Source: an optimization exercise on an open RTL-to-GDS flow (aim: small area and a short achievable clock period). Production flows keep margins and buffers that such runs may drop.
At most, simulation tests tie the RTL to the original design; equivalence was not proved.
Power is estimated from default activity; no workload was simulated.

==> inputs of v16 <==
==> flow/design.v <==
module Compare_and_Swap
(
input  [7:0] a, b,
output       gt
);
wire [7:0] g = a & ~b;    
wire [7:0] p = a | ~b;    
assign gt = g[7] | p[7] & (g[6] | p[6] & (g[5] | p[5] & (g[4] | p[4] &
           (g[3] | p[3] & (g[2] | p[2] & (g[1] | p[1] & g[0]))))));
endmodule
module Systolic_Array
(
input        clk,
input  [7:0] LC, MC, HC, LD, MD, HD,
output [7:0] Pa, Pb
);
reg [7:0] LA, MA, HA, LB, MB, HB;
reg       lAB, mAB, hAB;              
wire lCD, mCD, hCD;
Compare_and_Swap k0 (LC, LD, lCD);
Compare_and_Swap k1 (MC, MD, mCD);
Compare_and_Swap k2 (HC, HD, hCD);
always @(posedge clk) begin
  LA <= LC; MA <= MC; HA <= HC;
  LB <= LD; MB <= MD; HB <= HD;
  lAB <= lCD; mAB <= mCD; hAB <= hCD;
end
wire lAC, lBC, lBD, mAC, mBC, mBD, hAC, hBC, hBD;
Compare_and_Swap k3 (LA, LC, lAC);
Compare_and_Swap k4 (LB, LC, lBC);
Compare_and_Swap k5 (LB, LD, lBD);
Compare_and_Swap k6 (MA, MC, mAC);
Compare_and_Swap k7 (MB, MC, mBC);
Compare_and_Swap k8 (MB, MD, mBD);
Compare_and_Swap k9 (HA, HC, hAC);
Compare_and_Swap k10 (HB, HC, hBC);
Compare_and_Swap k11 (HB, HD, hBD);
wire [7:0] loa, mda, hia, lob, mdb, hib;
sel3 sa (LA, MA, HA, LB, MB, HB, LC, MC, HC, lAB, lAC, lBC, mAB, mAC, mBC, hAB, hAC, hBC, loa, mda, hia);
sel3 sb (LB, MB, HB, LC, MC, HC, LD, MD, HD, lBC, lBD, lCD, mBC, mBD, mCD, hBC, hBD, hCD, lob, mdb, hib);
med3 fa (loa, mda, hia, Pa);
med3 fb (lob, mdb, hib, Pb);
endmodule
module sel3
(
input  [7:0] Lx, Mx, Hx, Ly, My, Hy, Lz, Mz, Hz,
input        lxy, lxz, lyz, mxy, mxz, myz, hxy, hxz, hyz,
output [7:0] lo, md, hi
);
wire ax = lxy & lxz,    ay = ~lxy & lyz,    az = ~lxz & ~lyz;    
wire bx = ~hxy & ~hxz,  by = hxy & ~hyz,    bz = hxz & hyz;      
wire cx = mxy ^ mxz,    cy = ~mxy ^ myz,    cz = mxz ^ myz;      
assign lo = ({8{ax}} & Lx) | ({8{ay}} & Ly) | ({8{az}} & Lz);
assign hi = ({8{bx}} & Hx) | ({8{by}} & Hy) | ({8{bz}} & Hz);
assign md = ({8{cx}} & Mx) | ({8{cy}} & My) | ({8{cz}} & Mz);
endmodule
module med3
(
input  [7:0] x, y, z,
output [7:0] m
);
wire xy, yz, xz;
Compare_and_Swap c0 (x, y, xy);
Compare_and_Swap c1 (y, z, yz);
Compare_and_Swap c2 (x, z, xz);
wire sx = xy ^ xz, sy = ~xy ^ yz, sz = xz ^ yz;
assign m = ({8{sx}} & x) | ({8{sy}} & y) | ({8{sz}} & z);
endmodule
module Parallel_filter
(
input [7:0] I_00,I_01,I_02,I_03,I_10,I_11,I_12,I_13,
input clk,rst,
output [7:0] P1,P2,P3,P4
);
wire [7:0] LC0, MC0, HC0, LC1, MC1, HC1, LD0, MD0, HD0, LD1, MD1, HD1;
sort_col sc (I_00, I_01, I_02, I_03, LC0, MC0, HC0, LC1, MC1, HC1);
sort_col sd (I_10, I_11, I_12, I_13, LD0, MD0, HD0, LD1, MD1, HD1);
Systolic_Array top (clk, LC0, MC0, HC0, LD0, MD0, HD0, P1, P2);
Systolic_Array bot (clk, LC1, MC1, HC1, LD1, MD1, HD1, P3, P4);
endmodule
module sort_col
(
input  [7:0] r0, r1, r2, r3,
output [7:0] L0, M0, H0, L1, M1, H1
);
wire g01, g02, g12, g31, g32;
Compare_and_Swap c0 (r0, r1, g01);
Compare_and_Swap c1 (r0, r2, g02);
Compare_and_Swap c2 (r1, r2, g12);
Compare_and_Swap c3 (r3, r1, g31);
Compare_and_Swap c4 (r3, r2, g32);
sort3 s0 (r0, r1, r2, g01, g02, g12, L0, M0, H0);
sort3 s1 (r3, r1, r2, g31, g32, g12, L1, M1, H1);
endmodule
module sort3
(
input  [7:0] x, y, z,
input        gxy, gxz, gyz,
output [7:0] L, M, H
);
wire hx = gxy & gxz,    hy = ~gxy & gyz,    hz = ~gxz & ~gyz;
wire lx = ~gxy & ~gxz,  ly = gxy & ~gyz,    lz = gxz & gyz;
wire mx = gxy ^ gxz,    my = ~gxy ^ gyz,    mz = gxz ^ gyz;
assign H = ({8{hx}} & x) | ({8{hy}} & y) | ({8{hz}} & z);
assign L = ({8{lx}} & x) | ({8{ly}} & y) | ({8{lz}} & z);
assign M = ({8{mx}} & x) | ({8{my}} & y) | ({8{mz}} & z);
endmodule
==> flow/flow/run.sh <==
#!/bin/bash
# Own flow: the standard layout (standard.sh) with these changes:
#  - port buffers: buf_1 instead of the default pick.
#  - clock tree: no dummy loads, smaller clock buffers.
# Every tool's output stays in orfs/logs/ and make_flow.log.
set -euo pipefail
W=$PWD
export MY_ABC_SCRIPT=$W/flow/area.abc
sed "s#SYNTH_SCRIPT=[^ ]*#SYNTH_SCRIPT=$W/flow/my_synth.tcl#" standard.sh > my_standard.sh
grep -q "SYNTH_SCRIPT=$W/flow/my_synth.tcl" my_standard.sh
EXTRA=(
  "BUFFER_PORTS_ARGS=-buffer_cell sky130_fd_sc_hd__buf_1"
  "CTS_ARGS=-sink_clustering_enable -repair_clock_nets -dont_use_dummy_load -buf_list {sky130_fd_sc_hd__clkbuf_4 sky130_fd_sc_hd__clkbuf_8}"
)
[[ -f flow/extra.txt ]] && mapfile -t -O ${#EXTRA[@]} EXTRA < flow/extra.txt
bash my_standard.sh "${EXTRA[@]}" finish > make_flow.log 2>&1
==> flow/flow/area.abc <==
strash
dc2
dch -f
amap -F 20 -A 40
topo
upsize -D 5500
dnsize -D 5500
==> flow/flow/my_synth.tcl <==
proc synth {args} { yosys synth -nofsm -noshare {*}$args }
proc extract_fa {args} { puts "my_synth: extract_fa skipped" }
proc abc {args} {
  set out {}
  set skip 0
  foreach a $args {
    if {$skip} { lappend out $::env(MY_ABC_SCRIPT); set skip 0; continue }
    if {$a eq "-script"} { set skip 1 }
    lappend out $a
  }
  puts "my_synth: abc $out"
  yosys abc {*}$out
}
source $::env(SCRIPTS_DIR)/synth.tcl
# left out here: clear keep_hierarchy, flatten, clean up, hide names made inside functions, write 1_2_yosys.v
==> flow/standard.sh <==
#!/bin/bash
# synth_recipe.tcl (not shown) runs the flow's synth.tcl, then flattens the netlist and writes it again
# the make line also repeats each setting of config.mk as NAME=value (left out here)
make -C /OpenROAD-flow-scripts/flow DESIGN_CONFIG=/design/flow/config.mk WORK_HOME=/design/flow/orfs CLKGATE_MAP_FILE= SYNTH_SCRIPT=/design/flow/synth_recipe.tcl "${@:-finish}"
==> flow/config.mk <==
export PLATFORM = sky130hd
export DESIGN_NAME = Parallel_filter
export DESIGN_NICKNAME = Parallel_filter
export VERILOG_FILES = /design/flow/design.v
export SDC_FILE = /design/flow/constraint.sdc
export NUM_CORES = 4
export LEC_CHECK = 0
export CAP_MARGIN = 20
export CORE_MARGIN = 2
export CORE_UTILIZATION = 55
export PLACE_DENSITY = 0.7
export SLEW_MARGIN = 20
==> flow/constraint.sdc <==
create_clock -name core_clock -period 30.0 [get_ports {clk}]
set_input_delay 6.0000 -clock core_clock [delete_from_list [all_inputs] [get_ports {clk}]]
set_output_delay 6.0000 -clock core_clock [all_outputs]
set_load 0.01 [all_outputs]
==> v29: changes against v16 <==
==> flow/design.v, changed modules only <==
module Systolic_Array
(
input        clk,
input  [7:0] LC, MC, HC, LD, MD, HD,
output [7:0] Pa, Pb
);
reg [7:0] LA, MA, HA, LB, MB, HB;
always @(posedge clk) begin
  LA <= LC; MA <= MC; HA <= HC;
  LB <= LD; MB <= MD; HB <= HD;
end
wire g_l, g_h, g_m;
Compare_and_Swap k0 (LB, LC, g_l);
Compare_and_Swap k1 (HB, HC, g_h);
Compare_and_Swap k2 (MB, MC, g_m);
wire [7:0] Lx = g_l ? LB : LC;    
wire [7:0] Hn = g_h ? HC : HB;    
wire [7:0] Mn = g_m ? MC : MB;    
wire [7:0] Mx = g_m ? MB : MC;    
win3 wa (LA, MA, HA, Lx, Hn, Mn, Mx, Pa);
win3 wb (LD, MD, HD, Lx, Hn, Mn, Mx, Pb);
endmodule
module win3
(
input  [7:0] L, M, H, Lx, Hn, Mn, Mx,
output [7:0] P
);
wire gl, gh, m_lo, m_hi;
Compare_and_Swap c0 (L, Lx, gl);
Compare_and_Swap c1 (Hn, H, gh);
Compare_and_Swap c2 (Mn, M, m_lo);    
Compare_and_Swap c3 (M, Mx, m_hi);    
wire [7:0] lo = gl ? L : Lx;
wire [7:0] hi = gh ? H : Hn;
wire [7:0] md = m_lo ? Mn : (m_hi ? Mx : M);
med3 f (lo, md, hi, P);
endmodule
module med3
(
input  [7:0] x, y, z,
output [7:0] m
);
wire xy, yz, xz;
Compare_and_Swap c0 (x, y, xy);
Compare_and_Swap c1 (y, z, yz);
Compare_and_Swap c2 (x, z, xz);
wire sel_y = ~(xy ^ yz);
wire sel_x = ~sel_y & ~(xz ^ yz);
assign m = sel_y ? y : (sel_x ? x : z);
endmodule
module sort3
(
input  [7:0] x, y, z,
input        gxy, gxz, gyz,
output [7:0] L, M, H
);
wire x_hi = gxy & gxz;
wire x_lo = ~gxy & ~gxz;
wire y_hi = ~gxy & gyz;
wire y_lo = gxy & ~gyz;
assign H = x_hi ? x : (y_hi ? y : z);
assign L = x_lo ? x : (y_lo ? y : z);
assign M = (~x_hi & ~x_lo) ? x : ((~y_hi & ~y_lo) ? y : z);
endmodule
// module sel3 removed
==> flow/flow/run.sh (replaced) <==
#!/bin/bash
set -euo pipefail
W=$PWD
export MY_ABC_SCRIPT=$W/flow/area.abc
sed "s#SYNTH_SCRIPT=[^ ]*#SYNTH_SCRIPT=$W/flow/my_synth.tcl#" standard.sh > my_standard.sh
grep -q "SYNTH_SCRIPT=$W/flow/my_synth.tcl" my_standard.sh
bash my_standard.sh > make_flow.log 2>&1
==> flow/flow/area.abc (replaced) <==
strash
dch
map -a -B 0.9
topo
dnsize
--- a/flow/config.mk
+++ b/flow/config.mk
@@ -7,6 +7,5 @@
 export LEC_CHECK = 0
 export CAP_MARGIN = 20
 export CORE_MARGIN = 2
-export CORE_UTILIZATION = 55
-export PLACE_DENSITY = 0.7
+export CORE_UTILIZATION = 40
 export SLEW_MARGIN = 20
==> v24: changes against v16 <==
==> flow/design.v, changed modules only <==
module sel3
(
input  [7:0] Lx, Mx, Hx, Ly, My, Hy, Lz, Mz, Hz,
input        lxy, lxz, lyz, mxy, mxz, myz, hxy, hxz, hyz,
output [7:0] lo, md, hi
);
assign lo = (lxy & lxz) ? Lx : ((~lxy & lyz) ? Ly : Lz);
assign hi = (~hxy & ~hxz) ? Hx : ((hxy & ~hyz) ? Hy : Hz);
wire sy = ~(mxy ^ myz);
wire sx = ~(mxz ^ myz);
assign md = sy ? My : (sx ? Mx : Mz);
endmodule
module med3
(
input  [7:0] x, y, z,
output [7:0] m
);
wire xy, yz, xz;
Compare_and_Swap c0 (x, y, xy);
Compare_and_Swap c1 (y, z, yz);
Compare_and_Swap c2 (x, z, xz);
wire sel_y = ~(xy ^ yz);
wire sel_x = ~(xz ^ yz);
assign m = sel_y ? y : (sel_x ? x : z);
endmodule
module sort3
(
input  [7:0] x, y, z,
input        gxy, gxz, gyz,
output [7:0] L, M, H
);
wire x_hi = gxy & gxz;
wire x_lo = ~gxy & ~gxz;
wire y_hi = ~gxy & gyz;
wire y_lo = gxy & ~gyz;
assign H = x_hi ? x : (y_hi ? y : z);
assign L = x_lo ? x : (y_lo ? y : z);
assign M = (~x_hi & ~x_lo) ? x : ((~y_hi & ~y_lo) ? y : z);
endmodule
==> flow/flow/run.sh (replaced) <==
#!/bin/bash
set -euo pipefail
W=$PWD
export MY_ABC_SCRIPT=$W/flow/area.abc
sed "s#SYNTH_SCRIPT=[^ ]*#SYNTH_SCRIPT=$W/flow/my_synth.tcl#" standard.sh > my_standard.sh
grep -q "SYNTH_SCRIPT=$W/flow/my_synth.tcl" my_standard.sh
bash my_standard.sh BUFFER_PORTS_ARGS='-buffer_cell sky130_fd_sc_hd__buf_1' finish > make_flow.log 2>&1
==> flow/flow/area.abc (replaced) <==
strash
dch
map -a -B 0.9
topo
dnsize
--- a/flow/config.mk
+++ b/flow/config.mk
@@ -7,6 +7,5 @@
 export LEC_CHECK = 0
 export CAP_MARGIN = 20
 export CORE_MARGIN = 2
-export CORE_UTILIZATION = 55
-export PLACE_DENSITY = 0.7
+export CORE_UTILIZATION = 40
 export SLEW_MARGIN = 20
==> notes <==
Utilization: v24 < v29 < v16. The lowest maximum frequency belongs to v29, the highest to v16. The lowest critical path depth belongs to v16, the highest to v29. Of v29 and v16, v29 has the higher total power (gap about 40%, measured against v16). Between v16 and v29, the lower clock power is in v16 (gap about 40%, measured against v29). v24 produced a clean layout. v16 ran to the end with no violations. v29 went through all stages and came out clean. Against v24, the final area of v29 is larger by 2.2%. Synthesized cell count: v29 > v24 > v16. Final cell count, highest first: v29, v24, v16. The lowest sequential power belongs to v29, the highest to v16.
==> figures <==
Number of fillers in the final layout: v29 2552; v24 2762; v16 1597
Fraction of the yosys area taken by sequential cells: v29 19.2%; v24 19.8%; v16 22.0%
Synth-to-layout area growth: v29 17.1%; v24 11.3%; v16 8.92%
Instance count on the critical path: v29 62; v24 49; v16 42
Post-Place Worst Slack: v29 6.29 ns; v24 8.96 ns; v16 10.54 ns
Simple-gate area share of the yosys netlist: v29 15.3%; v24 11.9%; v16 7.34%
Die Y-Extent: v29 162 um; v24 164 um; v16 134 um
Post-synthesis compound-gate area fraction: v29 50.9%; v24 54.3%; v16 59.3%
Synth top area share: v29 22.2%; v24 19.8%; v16 22.7%
Outcome: v29 finished clean; v24 finished clean; v16 finished clean
Clock buffer count: v29 10; v24 12; v16 9
Net switching power figure: v29 828 uW; v24 843 uW; v16 614 uW
Fraction of met2 tracks used by global routing: v29 49.7%; v24 41.5%; v16 62.5%
Standard cell with the maximum stage delay on the critical path: v29 sky130_fd_sc_hd__clkdlybuf4s50_1; v24 sky130_fd_sc_hd__o21ai_0; v16 sky130_fd_sc_hd__a222oi_1
Average footprint of a synthesized cell: v29 5.83 um^2; v24 6.11 um^2; v16 7.61 um^2
Actual slew at the worst max-slew pin: v29 1.05 ns; v24 1.13 ns; v16 1.13 ns
Post-route insts no fill: v29 2157; v24 2138; v16 1558
Hold-critical path depth: v29 3; v24 2; v16 3
DRC violation total after the first TritonRoute iteration: v29 1066; v24 1208; v16 2489
Net total in the final layout: v29 1894; v24 1867; v16 1406
No functional check of the RTL was part of v29.

-- afterwards: timing with drivers on the ports --
In the flow no input, the clock included, has a driving cell. The finished layouts below were timed again as built, in two steps. Step 1, drivers: a clkbuf_16 drives clk and a buf_2 each remaining input, both assumed. Step 2 times the ports against the registers' clock, not the clock port: input delays grow and output delays shrink by t, the midpoint of the rising clock arrivals with the driver on. a / b / c = ideal ports / drivers / drivers and shift; a / b = the first two.
run	shift t [ns]	setup slack, ns	clock arrival spread, ns	slew at the worst register clock pin (ns)
v16	0.420	10.242 / 10.219 / 10.219	0.028 / 0.027	0.11 / 0.11
v29	0.403	6.013 / 5.986 / 5.986	0.016 / 0.016	0.08 / 0.08
v24	0.401	8.691 / 8.666 / 8.666	0.016 / 0.015	0.08 / 0.08
After both steps setup and hold are still met in every run listed. The setup slack of v29, which loses most, moves by -0.027 ns with the drivers and by -0.027 ns with both steps.
